Background: an optimization exercise with open tools, aiming at small area. Do not read the settings as production practice.
Only simulation tests tie the RTL to the original design; equivalence was not proved.
Power and IR drop assume default switching activity.

## main
==> flow/design.v (excerpt) <==
module system(
	input [1:0] SW,
	input KEY,
	input CLOCK_50,
	input rst,
	output LEDG,
	output [6:0] HEX0,
	output [6:0] HEX1,
	output [6:0] HEX2);
	wire       db;
	wire [9:0] P;
	wire [7:0] bpm;
	wire [1:0] mode;
	wire [3:0] d100, d10, d1;
	debouncer d(
		.CLOCK_50 (CLOCK_50),
		.rst      (rst),
		.in       (KEY),
		.out      (db),
		.count    (P)
	);
	incrementer inc(
		.CLOCK_50 (CLOCK_50),
		.rst      (rst),
		.SW       (SW),
		.KEY      (KEY),
		.DB       (db),
		.P        (P),
		.BPM      (bpm),
		.mode     (mode)
	);
	bin_to_dec conv(
		.binary (bpm),
		.huns   (d100),
		.tens   (d10),
		.ones   (d1)
	);
	clk_det clk_det(
		.BPM      (bpm),
		.CLOCK_50 (CLOCK_50),
		.rst      (rst),
		.P        (P),
		.mode     (mode),
		.BEEP     (LEDG)
	);
	disp disp100(.in(d100), .out(HEX2));
	disp disp10 (.in(d10),  .out(HEX1));
	disp disp1  (.in(d1),   .out(HEX0));
endmodule
Size in the first run: ~530 cells after synthesis, ~27 I/O pins.
==> flow/config.mk <==
export PLATFORM = sky130hd
export DESIGN_NAME = system
export DESIGN_NICKNAME = system
export VERILOG_FILES = /design/flow/design.v
export SDC_FILE = /design/flow/constraint.sdc
export NUM_CORES = 4
export LEC_CHECK = 0
export ABC_AREA = 1
export CAP_MARGIN = 20
export CORE_MARGIN = 2
export CORE_UTILIZATION = 40
export SLEW_MARGIN = 20
==> flow/constraint.sdc <==
create_clock -name core_clock -period 100.0 [get_ports {CLOCK_50}]
set_input_delay 20.0000 -clock core_clock [delete_from_list [all_inputs] [get_ports {CLOCK_50}]]
set_output_delay 20.0000 -clock core_clock [all_outputs]
set_load 0.01 [all_outputs]
standard.sh (not shown) runs the stock make flow with config.mk's settings and CLKGATE_MAP_FILE= SYNTH_SCRIPT=/design/flow/synth_recipe.tcl, a recipe that flattens the netlist after the stock synthesis.
==> flow/flow/run.sh <==
#!/bin/bash
# Own flow: the standard synthesis; then its combinational logic re-mapped
# for area by ABC with a few scripts (flip-flops untouched), each result
# checked to be fully mapped, to keep the standard flip-flops and to be
# equivalent to the standard netlist, and the smallest kept; then the
# standard layout with small port buffers and a lighter clock tree.
set -uo pipefail
W=$(pwd)
F=$W/flow
R=$W/orfs/results/$FLOW_PLATFORM/system/base
LIB=$FLOW_HOME/platforms/$FLOW_PLATFORM/lib/sky130_fd_sc_hd__tt_025C_1v80.lib
YOSYS=$(command -v yosys || echo "$FLOW_HOME/../tools/install/yosys/bin/yosys")

bash standard.sh synth > $W/log_1_standard_synth.txt 2>&1 || exit 1
cp $R/1_2_yosys.v $W/std_synth.v

FFRE='__(s?e?df|dl[xr]|dlclkp|sdlclkp)'
FFS=$(grep -oE '^\s*sky130_fd_sc_hd__[a-z0-9_]+' $W/std_synth.v | tr -d ' ' | sort -u | grep -E "$FFRE" | tr '\n' ' ')
ffs() { grep -E "^\s*sky130_fd_sc_hd__(s?e?df|dl[xr]|dlclkp|sdlclkp)" "$1" | awk '{print $1, $2}' | sort; }

remap() {  # remap NAME
  local n=$1
  REOPT_LIB=$LIB REOPT_FFS="$FFS" REOPT_DONT_USE="$(tr '\n' ' ' < $F/dont_use.txt)" \
  REOPT_IN=$W/std_synth.v REOPT_OUT=$W/reopt_$n.v REOPT_STAT=$W/reopt_$n.stat REOPT_SCRIPT=$F/abc_$n.script \
    timeout 1200 $YOSYS -c $F/reopt.tcl > $W/log_2_reopt_$n.txt 2>&1 || return 1
  [[ "$(ffs $W/std_synth.v)" == "$(ffs $W/reopt_$n.v)" ]] || { echo "flip-flops differ" >> $W/log_2_reopt_$n.txt; return 1; }
  EQ_LIB=$LIB EQ_GOLD=$W/std_synth.v EQ_GATE=$W/reopt_$n.v \
    timeout 1200 $YOSYS -c $F/eqv.tcl > $W/log_3_equiv_$n.txt 2>&1 || return 1
  grep 'Chip area' $W/reopt_$n.stat | awk '{print $NF}' > $W/reopt_$n.area
}
for n in a c d1 d2 d3 d4 d5 d6; do remap $n & done
wait

best=""; barea=""
for n in a c d1 d2 d3 d4 d5 d6; do
  [[ -s $W/reopt_$n.area ]] || continue
  a=$(cat $W/reopt_$n.area)
  if [[ -z "$best" ]] || awk -v x="$a" -v y="$barea" 'BEGIN{exit !(x<y)}'; then best=$n; barea=$a; fi
done
if [[ -n "$best" ]]; then
  cp $W/reopt_$best.v $R/1_2_yosys.v
  echo "re-mapped netlist $best used, area $barea" > $W/log_4_choice.txt
else
  echo "no re-mapped netlist passed; standard netlist kept" > $W/log_4_choice.txt
fi
touch $R/1_2_yosys.v

export BUFFER_PORTS_ARGS="-buffer_cell sky130_fd_sc_hd__buf_1"
export CTS_ARGS="-sink_clustering_enable -repair_clock_nets -dont_use_dummy_load -buf_list sky130_fd_sc_hd__clkbuf_8"
bash standard.sh > $W/log_5_standard_layout.txt 2>&1
==> flow/flow/reopt.tcl <==
# Re-map the combinational logic of the standard synthesis for area.
# The flip-flops are kept as they are (same instances, names and cells).
yosys -import
set lib   $::env(REOPT_LIB)
set ffs   $::env(REOPT_FFS)
set du    {}
foreach c [split [string trim $::env(REOPT_DONT_USE)]] { lappend du -dont_use $c }
read_liberty -ignore_miss_func $lib
read_verilog $::env(REOPT_IN)
hierarchy -top $::env(FLOW_TOP)
foreach f $ffs { setattr -mod -set keep_hierarchy 1 $f }
flatten
foreach f $ffs { blackbox $f }
hierarchy -top $::env(FLOW_TOP)
opt -purge
abc -liberty $lib {*}$du -script $::env(REOPT_SCRIPT)
opt_clean -purge
splitnets
opt_clean -purge
hilomap -singleton -hicell sky130_fd_sc_hd__conb_1 HI -locell sky130_fd_sc_hd__conb_1 LO
insbuf -buf sky130_fd_sc_hd__buf_4 A X
check
select -assert-none t:$*
tee -o $::env(REOPT_STAT) stat -liberty $lib
write_verilog -noattr -nohex -nodec $::env(REOPT_OUT)
Other scripts of this flow, unchanged in this note and not shown: flow/flow/abc_a.script, flow/flow/abc_c.script, flow/flow/abc_d1.script, flow/flow/abc_d2.script, flow/flow/abc_d3.script, flow/flow/abc_d4.script, flow/flow/abc_d5.script, flow/flow/abc_d6.script, flow/flow/dont_use.txt, flow/flow/eqv.tcl
Modified inputs, the feature branch compared to main
diff --git a/flow/flow/run.sh b/flow/flow/run.sh
--- a/flow/flow/run.sh
+++ b/flow/flow/run.sh
@@ -20,6 +20,6 @@
 
-remap() {  # remap NAME
+remap() {  # remap NAME SCRIPT INPUT
   local n=$1
   REOPT_LIB=$LIB REOPT_FFS="$FFS" REOPT_DONT_USE="$(tr '\n' ' ' < $F/dont_use.txt)" \
-  REOPT_IN=$W/std_synth.v REOPT_OUT=$W/reopt_$n.v REOPT_STAT=$W/reopt_$n.stat REOPT_SCRIPT=$F/abc_$n.script \
+  REOPT_IN=$3 REOPT_OUT=$W/reopt_$n.v REOPT_STAT=$W/reopt_$n.stat REOPT_SCRIPT=$F/abc_$2.script \
     timeout 1200 $YOSYS -c $F/reopt.tcl > $W/log_2_reopt_$n.txt 2>&1 || return 1
@@ -30,11 +30,20 @@
 }
-for n in a c d1 d2 d3 d4 d5 d6; do remap $n & done
+pick() {  # pick NAMES... -> sets best/barea
+  for n in "$@"; do
+    [[ -s $W/reopt_$n.area ]] || continue
+    a=$(cat $W/reopt_$n.area)
+    if [[ -z "$best" ]] || awk -v x="$a" -v y="$barea" 'BEGIN{exit !(x<y)}'; then best=$n; barea=$a; fi
+  done
+}
+best=""; barea=""
+# round 1 from the standard netlist, round 2 from round 1's smallest
+for s in a c d1 d2 d3 d4 d5 d6; do remap 1$s $s $W/std_synth.v & done
 wait
-
-best=""; barea=""
-for n in a c d1 d2 d3 d4 d5 d6; do
-  [[ -s $W/reopt_$n.area ]] || continue
-  a=$(cat $W/reopt_$n.area)
-  if [[ -z "$best" ]] || awk -v x="$a" -v y="$barea" 'BEGIN{exit !(x<y)}'; then best=$n; barea=$a; fi
-done
+pick 1a 1c 1d1 1d2 1d3 1d4 1d5 1d6
+if [[ -n "$best" ]]; then
+  first=$best
+  for s in a d1 d2 d3 d4 d5 d6 d7; do remap 2$s $s $W/reopt_$first.v & done
+  wait
+  pick 2a 2d1 2d2 2d3 2d4 2d5 2d6 2d7
+fi
 if [[ -n "$best" ]]; then
==> flow/flow/abc_d7.script (new file) <==
strash
&get -n
&deepsyn -T 60 -S 7
&put
dch -f
amap
mfs
strash
dch -f
amap
diff --git a/flow/flow/reopt.tcl b/flow/flow/reopt.tcl
--- a/flow/flow/reopt.tcl
+++ b/flow/flow/reopt.tcl
@@ -20,3 +20,3 @@
 hilomap -singleton -hicell sky130_fd_sc_hd__conb_1 HI -locell sky130_fd_sc_hd__conb_1 LO
-insbuf -buf sky130_fd_sc_hd__buf_4 A X
+insbuf -buf sky130_fd_sc_hd__buf_1 A X
 check
## What came out
- Per the comparison of the feature branch with main, critical path depth has decreased, wire length saw an increase.
- Compared the feature branch against main; cell count within noise.
- A worst setup path startpoint of inc.BPM[5]$_SDFFE_PP1P_ is what main shows, while inc.BPM[6]$_SDFFE_PP1P_ belongs to the feature branch.
- The feature branch vs main — total power after layout rose 4.2%.

-- re-timing with driven ports --
The flow's constraints put no driver on any port. The routed layouts listed below were extracted and timed again, unchanged, in two steps.
Step 1 (the two cells are an assumption about what drives the block):
set clk [get_ports {CLOCK_50}]
set_driving_cell -lib_cell sky130_fd_sc_hd__clkbuf_16 $clk
set_driving_cell -lib_cell sky130_fd_sc_hd__buf_2 [delete_from_list [all_inputs] $clk]
Step 2, shift: input delay + t, output delay - t, t = (earliest + latest rising clock arrival at the registers) / 2. This alone moves slack from input paths to output paths.
Three values: ideal ports, drivers, drivers and shift; two values: the first two.
run	t, ns	setup WS [ns]	worst setup path after step 2	latest minus earliest clock arrival (ns)	worst slew at a driven data input, ns
main	0.381	76.183 / 76.148 / 76.529	register to output	0.027 / 0.026	0.03
the feature branch	0.363	76.041 / 76.011 / 76.374	register to output	0.024 / 0.025	0.03
After both steps setup and hold are still met in every run listed.
